Source: an optimization exercise on an open RTL-to-GDS flow (aim: small area). Production flows keep margins and buffers that such runs may drop.
RTL that was checked went through simulation tests only; none was proved equivalent to the original.

Design Decoder, start of the top module:
module Decoder #(parameter BIN_WIDTH = 4)(
    input clk,
    input reset,
    input bypass,
    input [7:0] pState_in,
    input [1:0] n_bin,
    input [15:0] m_value_binRE_in,
    input [16:0] m_value_binEP0_in,
    input [16:0] m_value_binEP1_in,
    input [16:0] m_value_binEP2_in,
    input [16:0] m_value_binEP3_in,
    output wire [BIN_WIDTH - 1:0] bin,
    output wire [15:0] m_value_binRE_out,
    output wire [16:0] m_value_binEP0_out,
    output wire [16:0] m_value_binEP1_out,
    output wire [16:0] m_value_binEP2_out,
    output wire [16:0] m_value_binEP3_out,
    output wire [2:0] numBits,
    output wire mps_renorm,
    output wire lps
);
Size: about 920 cells after synthesis, about 25 flip-flops, roughly 190 I/O pins, roughly 5800 sq um of cells after synthesis.
export LEC_CHECK = 0
export ABC_AREA = 1
export CAP_MARGIN = 20
export CORE_MARGIN = 2
export CORE_UTILIZATION = 50
export SLEW_MARGIN = 20
create_clock -name core_clock -period 10.0 [get_ports {clk}]
standard.sh (not shown) runs the stock make flow with config.mk's settings and CLKGATE_MAP_FILE= SYNTH_SCRIPT=/design/flow/synth_recipe.tcl, a recipe that flattens the netlist after the stock synthesis.
==> flow/flow/run.sh <==
#!/bin/bash
# Standard ORFS layout, but the port buffers use the smallest buffer cell.
set -euo pipefail
export BUFFER_PORTS_ARGS="-buffer_cell sky130_fd_sc_hd__buf_1"
bash standard.sh > standard.log 2>&1
The first run completed and failed the layout checks on setup timing.
Rerun with:
==> flow/flow/run.sh (replaced) <==
#!/bin/bash
# Standard ORFS layout with two changes:
#  1. after the standard synthesis, the combinational logic of its netlist is re-mapped by
#     ABC with an area-oriented script (flip-flops are kept exactly as synthesized);
#  2. the port buffers use the smallest buffer cell.
set -euo pipefail
HERE=$(pwd)
R=$HERE/orfs/results/sky130hd/Decoder/base
LIB=$FLOW_HOME/platforms/sky130hd/lib/sky130_fd_sc_hd__tt_025C_1v80.lib
DU=""
for c in probe_p_8 probec_p_8 lpflow_bleeder_1 lpflow_clkbufkapwr_1 lpflow_clkbufkapwr_16 \
  lpflow_clkbufkapwr_2 lpflow_clkbufkapwr_4 lpflow_clkbufkapwr_8 lpflow_clkinvkapwr_1 \
  lpflow_clkinvkapwr_16 lpflow_clkinvkapwr_2 lpflow_clkinvkapwr_4 lpflow_clkinvkapwr_8 \
  lpflow_inputiso0n_1 lpflow_inputiso0p_1 lpflow_inputiso1n_1 lpflow_inputiso1p_1 \
  lpflow_isobufsrc_1 lpflow_isobufsrc_16 lpflow_isobufsrc_2 lpflow_isobufsrc_4 \
  lpflow_isobufsrc_8 lpflow_isobufsrckapwr_16; do
  DU="$DU -dont_use sky130_fd_sc_hd__$c"
done

bash standard.sh synth > synth.log 2>&1
cp $R/1_2_yosys.v $HERE/std_synth.v

yosys -l $HERE/resyn.log -p "
read_liberty -ignore_miss_func -overwrite -setattr liberty_cell $LIB
blackbox sky130_fd_sc_hd__df*
read_verilog -overwrite $HERE/std_synth.v
hierarchy -top Decoder
flatten
opt_clean
abc -liberty $LIB $DU -script $HERE/flow/resyn.abc
opt_clean -purge
read_liberty -lib -overwrite $LIB
hilomap -singleton -hicell sky130_fd_sc_hd__conb_1 HI -locell sky130_fd_sc_hd__conb_1 LO
insbuf -buf sky130_fd_sc_hd__buf_1 A X
splitnets
opt_clean -purge
check -assert -mapped
stat -liberty $LIB
write_verilog -noattr -nohex -nodec $HERE/resyn.v
" > /dev/null

cp $HERE/resyn.v $R/1_2_yosys.v
rm -f $R/1_synth.odb $R/1_synth.sdc

export BUFFER_PORTS_ARGS="-buffer_cell sky130_fd_sc_hd__buf_1"
bash standard.sh > standard.log 2>&1
==> flow/flow/resyn.abc (new file) <==
strash
dc2
dch -f
amap -F 10 -A 50 -C 5000
topo
This time the run produced a clean layout.
Synthesized cell count shrinks by about 14%.
Final area came out lower by 24%.
Setup slack improved by 0.81 ns.
Flip-flop and latch count is unchanged.
Area after synthesis went down by about 25%.
Wire length is lower by 1.0%.


Setup of JK:
The RTL this note starts from:
==> flow/design.v <==
module SubRipple #(parameter W = 9)(
    input  wire [W-1:0] a,
    input  wire [W-1:0] b,
    output wire [W-1:0] d,
    output wire         ge
);
    wire [W:0] c;
    assign c[0] = 1'b1;
    genvar i;
    generate
        for (i = 0; i < W; i = i + 1) begin : g
            wire nb = ~b[i];
            assign d[i] = a[i] ^ nb ^ c[i];
            assign c[i+1] = (a[i] & nb) | (c[i] & (a[i] | nb));
        end
    endgenerate
    assign ge = c[W];
endmodule
module Decode_1xEP(
    input  wire [8:0]  m_range,
    input  wire [16:0] e,
    output wire        bin_out,
    output wire [15:0] v
);
    wire [9:0] br;
    assign br[0] = 1'b0;
    genvar i;
    generate
        for (i = 0; i < 9; i = i + 1) begin : g
            assign br[i+1] = (~e[7+i] & m_range[i]) | (~(e[7+i] ^ m_range[i]) & br[i]);
        end
    endgenerate
    assign bin_out = e[16] | ~br[9];
    assign v = {e[15:7] ^ ({9{bin_out}} & (m_range ^ br[8:0])), e[6:0]};
endmodule
module AddRipple #(parameter W = 4)(
    input  wire [W-1:0] a,
    input  wire [W-1:0] b,
    input  wire         ci,
    output wire [W-1:0] s,
    output wire         co
);
    wire [W:0] c;
    assign c[0] = ci;
    genvar i;
    generate
        for (i = 0; i < W; i = i + 1) begin : g
            assign s[i] = a[i] ^ b[i] ^ c[i];
            assign c[i+1] = (a[i] & b[i]) | (c[i] & (a[i] | b[i]));
        end
    endgenerate
    assign co = c[W];
endmodule
module Decoder #(parameter BIN_WIDTH = 4)(
    input clk,
    input reset,
    input bypass,
    input [7:0] pState_in,
    input [1:0] n_bin,
    input [15:0] m_value_binRE_in,
    input [16:0] m_value_binEP0_in,
    input [16:0] m_value_binEP1_in,
    input [16:0] m_value_binEP2_in,
    input [16:0] m_value_binEP3_in,
    output wire [BIN_WIDTH - 1:0] bin,
    output wire [15:0] m_value_binRE_out,
    output wire [16:0] m_value_binEP0_out,
    output wire [16:0] m_value_binEP1_out,
    output wire [16:0] m_value_binEP2_out,
    output wire [16:0] m_value_binEP3_out,
    output wire [2:0] numBits,
    output wire mps_renorm,
    output wire lps
);
    reg [8:0] m_range;
    reg [15:0] m_value;
    wire b0, b1, b2, b3;
    wire [15:0] v0, v1, v2, v3;
    Decode_1xEP ep0 (.m_range(m_range), .e(m_value_binEP0_in), .bin_out(b0), .v(v0));
    Decode_1xEP ep1 (.m_range(m_range), .e(m_value_binEP1_in), .bin_out(b1), .v(v1));
    Decode_1xEP ep2 (.m_range(m_range), .e(m_value_binEP2_in), .bin_out(b2), .v(v2));
    Decode_1xEP ep3 (.m_range(m_range), .e(m_value_binEP3_in), .bin_out(b3), .v(v3));
    assign m_value_binEP0_out = {m_value, 1'b0};
    assign m_value_binEP1_out = {v0, 1'b0};
    assign m_value_binEP2_out = {v1, 1'b0};
    assign m_value_binEP3_out = {v2, 1'b0};
    wire sel0 = bypass & ~n_bin[1] & ~n_bin[0];
    wire sel1 = bypass & ~n_bin[1] &  n_bin[0];
    wire sel2 = bypass &  n_bin[1] & ~n_bin[0];
    wire sel3 = bypass &  n_bin[1] &  n_bin[0];
    wire [15:0] v_next = ({16{sel0}} & v0) | ({16{sel1}} & v1) | ({16{sel2}} & v2) |
                         ({16{sel3}} & v3) | ({16{~bypass}} & m_value_binRE_in);
    wire [3:0] bin_ep = {sel3 & b3, (sel2 | sel3) & b2, ~sel0 & b1, b0};
    wire [4:0] q = pState_in[6:2] ^ {5{pState_in[7]}};
    wire [3:0] r = m_range[8:5];
    wire [4:0] pp0 = q & {5{r[0]}};
    wire [4:0] pp1 = q & {5{r[1]}};
    wire [4:0] pp2 = q & {5{r[2]}};
    wire [4:0] pp3 = q & {5{r[3]}};
    wire [4:0] s1; wire c1;
    AddRipple #(5) a1 (.a({1'b0, pp0[4:1]}), .b(pp1), .ci(1'b0), .s(s1), .co(c1));
    wire [4:0] s2; wire c2;
    AddRipple #(5) a2 (.a({c1, s1[4:1]}), .b(pp2), .ci(1'b0), .s(s2), .co(c2));
    wire [4:0] s3; wire c3;
    AddRipple #(5) a3 (.a({c2, s2[4:1]}), .b(pp3), .ci(1'b1), .s(s3), .co(c3));
    wire [7:0] lpsr = {c3, s3, s2[0], s1[0]};
    wire [8:0] rl; wire rl_ge;
    SubRipple #(9) srl (.a(m_range), .b({1'b0, lpsr}), .d(rl), .ge(rl_ge));
    wire [8:0] a_lo; wire a_ge;
    SubRipple #(9) sva (.a(m_value[15:7]), .b(m_range), .d(a_lo), .ge(a_ge));
    wire [7:0] t_lo; wire t_c8;
    AddRipple #(8) at (.a(a_lo[7:0]), .b(lpsr), .ci(1'b0), .s(t_lo), .co(t_c8));
    wire t8 = a_lo[8] ^ t_c8;
    wire c9 = a_lo[8] & t_c8;
    wire t9 = ~a_ge ^ c9;             
    wire t10 = ~a_ge & ~c9;           
    wire [8:0] vd = {t8, t_lo};
    wire is_lps = ~t10 & (rl_ge | t9);
    wire lz2 = ~|lpsr[7:4];
    wire [7:0] l1 = lz2 ? {lpsr[3:0], 4'b0000} : lpsr;
    wire lz1 = ~|l1[7:6];
    wire [7:0] l2 = lz1 ? {l1[5:0], 2'b00} : l1;
    wire lz0 = ~l2[7];
    wire [6:0] l3 = lz0 ? l2[5:0] << 1 : l2[6:0];
    wire [2:0] nb = {lz2, lz1, lz0} + 3'd1;
    assign lps = is_lps;
    assign mps_renorm = is_lps | rl[8];
    assign numBits = is_lps ? nb : 3'd1;
    wire [15:0] sh0 = {vd[7:0], m_value[6:0], 1'b0};
    wire [15:0] sh1 = lz2 ? {sh0[11:0], 4'b0000} : sh0;
    wire [15:0] sh2 = lz1 ? {sh1[13:0], 2'b00} : sh1;
    wire [15:0] re_lps = lz0 ? {sh2[14:0], 1'b0} : sh2;
    wire [15:0] re_mps = rl[8] ? m_value : {m_value[14:0], 1'b0};
    assign m_value_binRE_out = is_lps ? re_lps : re_mps;
    wire [8:0] rng_lps = {1'b1, l3, 1'b0};
    wire [8:0] rng_mps = rl[8] ? rl : {rl[7:0], 1'b0};
    wire [8:0] rng_re = is_lps ? rng_lps : rng_mps;
    wire [3:0] bin_re = is_lps ? {3'b111, ~pState_in[7]} : {3'b000, pState_in[7]};
    assign bin = bypass ? bin_ep : bin_re;
    always @(posedge clk or posedge reset) begin
        if (reset) begin
            m_range <= 9'd510;
            m_value <= 16'd36049;
        end else begin
            m_value <= v_next;
            if (!bypass)
                m_range <= rng_re;
        end
    end
endmodule
==> flow/config.mk <==
export PLATFORM = sky130hd
export DESIGN_NAME = Decoder
export DESIGN_NICKNAME = Decoder
export VERILOG_FILES = /design/flow/design.v
export SDC_FILE = /design/flow/constraint.sdc
export NUM_CORES = 4
export LEC_CHECK = 0
export ABC_AREA = 1
export CAP_MARGIN = 0
export CORE_MARGIN = 2
export CORE_UTILIZATION = 50
export SLEW_MARGIN = 0
==> flow/constraint.sdc <==
create_clock -name core_clock -period 10.0 [get_ports {clk}]
set_input_delay 2.0000 -clock core_clock [delete_from_list [all_inputs] [get_ports {clk}]]
set_output_delay 2.0000 -clock core_clock [all_outputs]
set_load 0.01 [all_outputs]
==> flow/flow/run.sh <==
#!/bin/bash
# Standard ORFS layout with two changes:
#  1. after the standard synthesis, the combinational logic of its netlist is re-mapped by
#     ABC with area-oriented scripts, a few rounds, keeping the smallest result (the
#     flip-flops are kept exactly as the standard synthesis made them);
#  2. the port buffers use the smallest buffer cell.
set -euo pipefail
HERE=$(pwd)
R=$HERE/orfs/results/sky130hd/Decoder/base
LIB=$FLOW_HOME/platforms/sky130hd/lib/sky130_fd_sc_hd__tt_025C_1v80.lib
DU=""
for c in probe_p_8 probec_p_8 lpflow_bleeder_1 lpflow_clkbufkapwr_1 lpflow_clkbufkapwr_16 \
  lpflow_clkbufkapwr_2 lpflow_clkbufkapwr_4 lpflow_clkbufkapwr_8 lpflow_clkinvkapwr_1 \
  lpflow_clkinvkapwr_16 lpflow_clkinvkapwr_2 lpflow_clkinvkapwr_4 lpflow_clkinvkapwr_8 \
  lpflow_inputiso0n_1 lpflow_inputiso0p_1 lpflow_inputiso1n_1 lpflow_inputiso1p_1 \
  lpflow_isobufsrc_1 lpflow_isobufsrc_16 lpflow_isobufsrc_2 lpflow_isobufsrc_4 \
  lpflow_isobufsrc_8 lpflow_isobufsrckapwr_16; do
  DU="$DU -dont_use sky130_fd_sc_hd__$c"
done

bash standard.sh synth > synth.log 2>&1
cp $R/1_2_yosys.v $HERE/std_synth.v

# one round: re-map the combinational logic of $1 with ABC script $3 into $2
remap() {
  yosys -l $2.log -p "
read_liberty -ignore_miss_func -overwrite -setattr liberty_cell $LIB
blackbox sky130_fd_sc_hd__df*
read_verilog -overwrite $1
hierarchy -top Decoder
flatten
opt_clean
abc -liberty $LIB $DU -script $3
opt_clean -purge
read_liberty -lib -overwrite $LIB
tee -o $2.stat stat -liberty $LIB
write_verilog -noattr -nohex -nodec $2
" > /dev/null
  awk '/Chip area/{print $NF}' $2.stat
}

mkdir -p remap
best=$HERE/std_synth.v
best_area=1e9
cur=$HERE/std_synth.v
for round in 1 2 3 4 5 6 7 8; do
  round_best=""; round_area=1e9
  for s in s5 s9 s10 s13 s14; do
    out=$HERE/remap/r${round}_$s.v
    a=$(remap $cur $out $HERE/flow/$s.abc)
    echo "round $round $s area $a" >> remap/summary.txt
    if awk "BEGIN{exit !($a < $round_area)}"; then round_area=$a; round_best=$out; fi
  done
  cur=$round_best
  if awk "BEGIN{exit !($round_area < $best_area)}"; then best_area=$round_area; best=$round_best; fi
done
echo "best $best $best_area" >> remap/summary.txt

yosys -l $HERE/finalize.log -p "
read_liberty -lib -overwrite $LIB
read_verilog $best
hierarchy -top Decoder
hilomap -singleton -hicell sky130_fd_sc_hd__conb_1 HI -locell sky130_fd_sc_hd__conb_1 LO
insbuf -buf sky130_fd_sc_hd__buf_1 A X
splitnets
opt_clean -purge
check -assert -mapped
stat -liberty $LIB
write_verilog -noattr -nohex -nodec $HERE/resyn.v
" > /dev/null

cp $HERE/resyn.v $R/1_2_yosys.v
rm -f $R/1_synth.odb $R/1_synth.sdc

export BUFFER_PORTS_ARGS="-buffer_cell sky130_fd_sc_hd__buf_1"
export RECOVER_POWER=100
bash standard.sh > standard.log 2>&1
==> flow/flow/s13.abc <==
strash
dc2
dch -f
amap
topo
==> flow/flow/s14.abc <==
strash
balance
 rewrite
 refactor
 balance
 rewrite
 rewrite -z
 balance
 refactor -z
 rewrite -z
 balance
dc2
dch -f
amap -F 20 -A 100 -C 10000
topo
Other scripts of this flow, unchanged in this note and not shown: flow/flow/s10.abc, flow/flow/s5.abc, flow/flow/s9.abc
Layout checks on JK: not met. Flow itself completed; violations: capacitance limit, slew limit.
Changes in MS relative to JK:
diff --git a/flow/flow/run.sh b/flow/flow/run.sh
--- a/flow/flow/run.sh
+++ b/flow/flow/run.sh
@@ -4,4 +4,5 @@
 #     ABC with area-oriented scripts, a few rounds, keeping the smallest result (the
 #     flip-flops are kept exactly as the standard synthesis made them);
+#     then the smallest netlist is re-mapped once more with gate sizing for a delay target;
 #  2. the port buffers use the smallest buffer cell.
 set -euo pipefail
@@ -57,4 +58,9 @@
 echo "best $best $best_area" >> remap/summary.txt
 
+# re-map the smallest netlist once more and size its gates for a delay target with ABC
+a=$(remap $best $HERE/remap/sized.v $HERE/flow/size.abc)
+echo "sized $a" >> remap/summary.txt
+best=$HERE/remap/sized.v
+
 yosys -l $HERE/finalize.log -p "
 read_liberty -lib -overwrite $LIB
@@ -74,4 +80,3 @@
 
 export BUFFER_PORTS_ARGS="-buffer_cell sky130_fd_sc_hd__buf_1"
-export RECOVER_POWER=100
 bash standard.sh > standard.log 2>&1
==> flow/flow/size.abc (new file) <==
strash
dc2
dch -f
amap -F 10 -A 50 -C 5000
topo
upsize -D 4500
dnsize -D 4500
The sole clean run among MS and JK is MS. MS ends up with lower logic depth of the worst path, buffers included than JK does. JK was smaller in final cell area than MS. Pin count of the biggest net entering global routing: MS and JK compared, lower one is MS. Against JK, MS comes in about 60% higher on count of non-CTS inverters in the layout. In the flow results for MS and JK, the fraction of final layout cells sized beyond drive strength 1 is smaller on JK. MS vs. JK: die area has increased, utilization has decreased. The total global routing track utilization in MS was higher than what JK gave. The final reports for MS and JK show wire length of the first global-routing pass higher in the former.
diff inputs: MS => AL
diff --git a/flow/flow/run.sh b/flow/flow/run.sh
--- a/flow/flow/run.sh
+++ b/flow/flow/run.sh
@@ -4,5 +4,4 @@
 #     ABC with area-oriented scripts, a few rounds, keeping the smallest result (the
 #     flip-flops are kept exactly as the standard synthesis made them);
-#     then the smallest netlist is re-mapped once more with gate sizing for a delay target;
 #  2. the port buffers use the smallest buffer cell.
 set -euo pipefail
@@ -58,9 +57,4 @@
 echo "best $best $best_area" >> remap/summary.txt
 
-# re-map the smallest netlist once more and size its gates for a delay target with ABC
-a=$(remap $best $HERE/remap/sized.v $HERE/flow/size.abc)
-echo "sized $a" >> remap/summary.txt
-best=$HERE/remap/sized.v
-
 yosys -l $HERE/finalize.log -p "
 read_liberty -lib -overwrite $LIB
@@ -80,3 +74,4 @@
 
 export BUFFER_PORTS_ARGS="-buffer_cell sky130_fd_sc_hd__buf_1"
+export GPL_KEEP_OVERFLOW=0.3
 bash standard.sh > standard.log 2>&1
removed: flow/flow/size.abc
Results
The run showing the greater delay of the slowest cell on the worst path is MS. On clock tree cell share of total cell area, AL and MS are basically level. AL vs MS: headroom to the max-slew limit up in AL. Higher synthesized netlist cell count was reported by AL, not MS. Area overhead of the layout relative to synthesis ends up higher on AL. [compare] base=MS new=AL: share of the clock period used by the worst path about even, cell count rose 56. Run comparison: AL most common cell after layout, fill and taps aside sky130_fd_sc_hd__nor2_1; MS most common cell after layout, fill and taps aside sky130_fd_sc_hd__buf_1.
Input-level comparison between TR and AL:
diff --git a/flow/flow/run.sh b/flow/flow/run.sh
--- a/flow/flow/run.sh
+++ b/flow/flow/run.sh
@@ -44,7 +44,7 @@
 best_area=1e9
 cur=$HERE/std_synth.v
-for round in 1 2 3 4 5 6 7 8; do
+for round in 1 2 3 4 5; do
   round_best=""; round_area=1e9
-  for s in s5 s9 s10 s13 s14; do
+  for s in s5 s9 s10; do
     out=$HERE/remap/r${round}_$s.v
     a=$(remap $cur $out $HERE/flow/$s.abc)
@@ -74,4 +74,3 @@
 
 export BUFFER_PORTS_ARGS="-buffer_cell sky130_fd_sc_hd__buf_1"
-export GPL_KEEP_OVERFLOW=0.3
 bash standard.sh > standard.log 2>&1
removed: flow/flow/s13.abc
removed: flow/flow/s14.abc
## What came out
TR has worst-path maximum fanout below what AL had.
TR against AL: number of signal-net buffers in the layout decreased by 36 relative to the old numbers, worst hold slack saw a decrease.
TR vs. AL: floorplan core area higher; portion of the clock cycle consumed by the worst path in the final layout lower; worst setup margin higher; chip width roughly the same.
Comparing AL and TR, the higher critical path depth is on AL.
Function was not checked in any run of this note: the RTL went through the layout flow alone.

-- separate check: timing with driven ports --
Ports are ideal in the flow. The routed layouts listed here were re-timed in OpenROAD.
Step 1 sets driving cells, clkbuf_16 on the clock port and buf_2 on the other inputs (assumed; they add their load-dependent delay and slew).
Step 2 moves the port delays by t, midway between the first and last clock arrival at a register: inputs arrive t later, outputs are due t later. That takes back most of the time a late clock gives input paths.
a / b / c = ideal / step 1 / step 2; a / b = the first two.
| run | shift t [ns] | setup slack, ns | worst setup path after step 2 | slew at the worst register clock pin (ns) |
|---|---|---|---|---|
| the first run of note 1 | 0.287 | -0.465 / -0.510 / -0.510 | input to output | 0.06 / 0.06 |
| the second run of note 1 | 0.296 | 0.348 / 0.326 / 0.326 | input to output | 0.09 / 0.09 |
| JK | 0.296 | 0.355 / 0.323 / 0.323 | input to output | 0.09 / 0.09 |
| MS | 0.292 | 0.464 / 0.443 / 0.443 | input to output | 0.08 / 0.08 |
| AL | 0.300 | 0.472 / 0.451 / 0.451 | input to output | 0.08 / 0.08 |
| TR | 0.297 | 0.502 / 0.480 / 0.480 | input to output | 0.08 / 0.08 |
The setup slack of the first run of note 1, which loses most, moves by -0.045 ns with the drivers and by -0.045 ns with both steps.
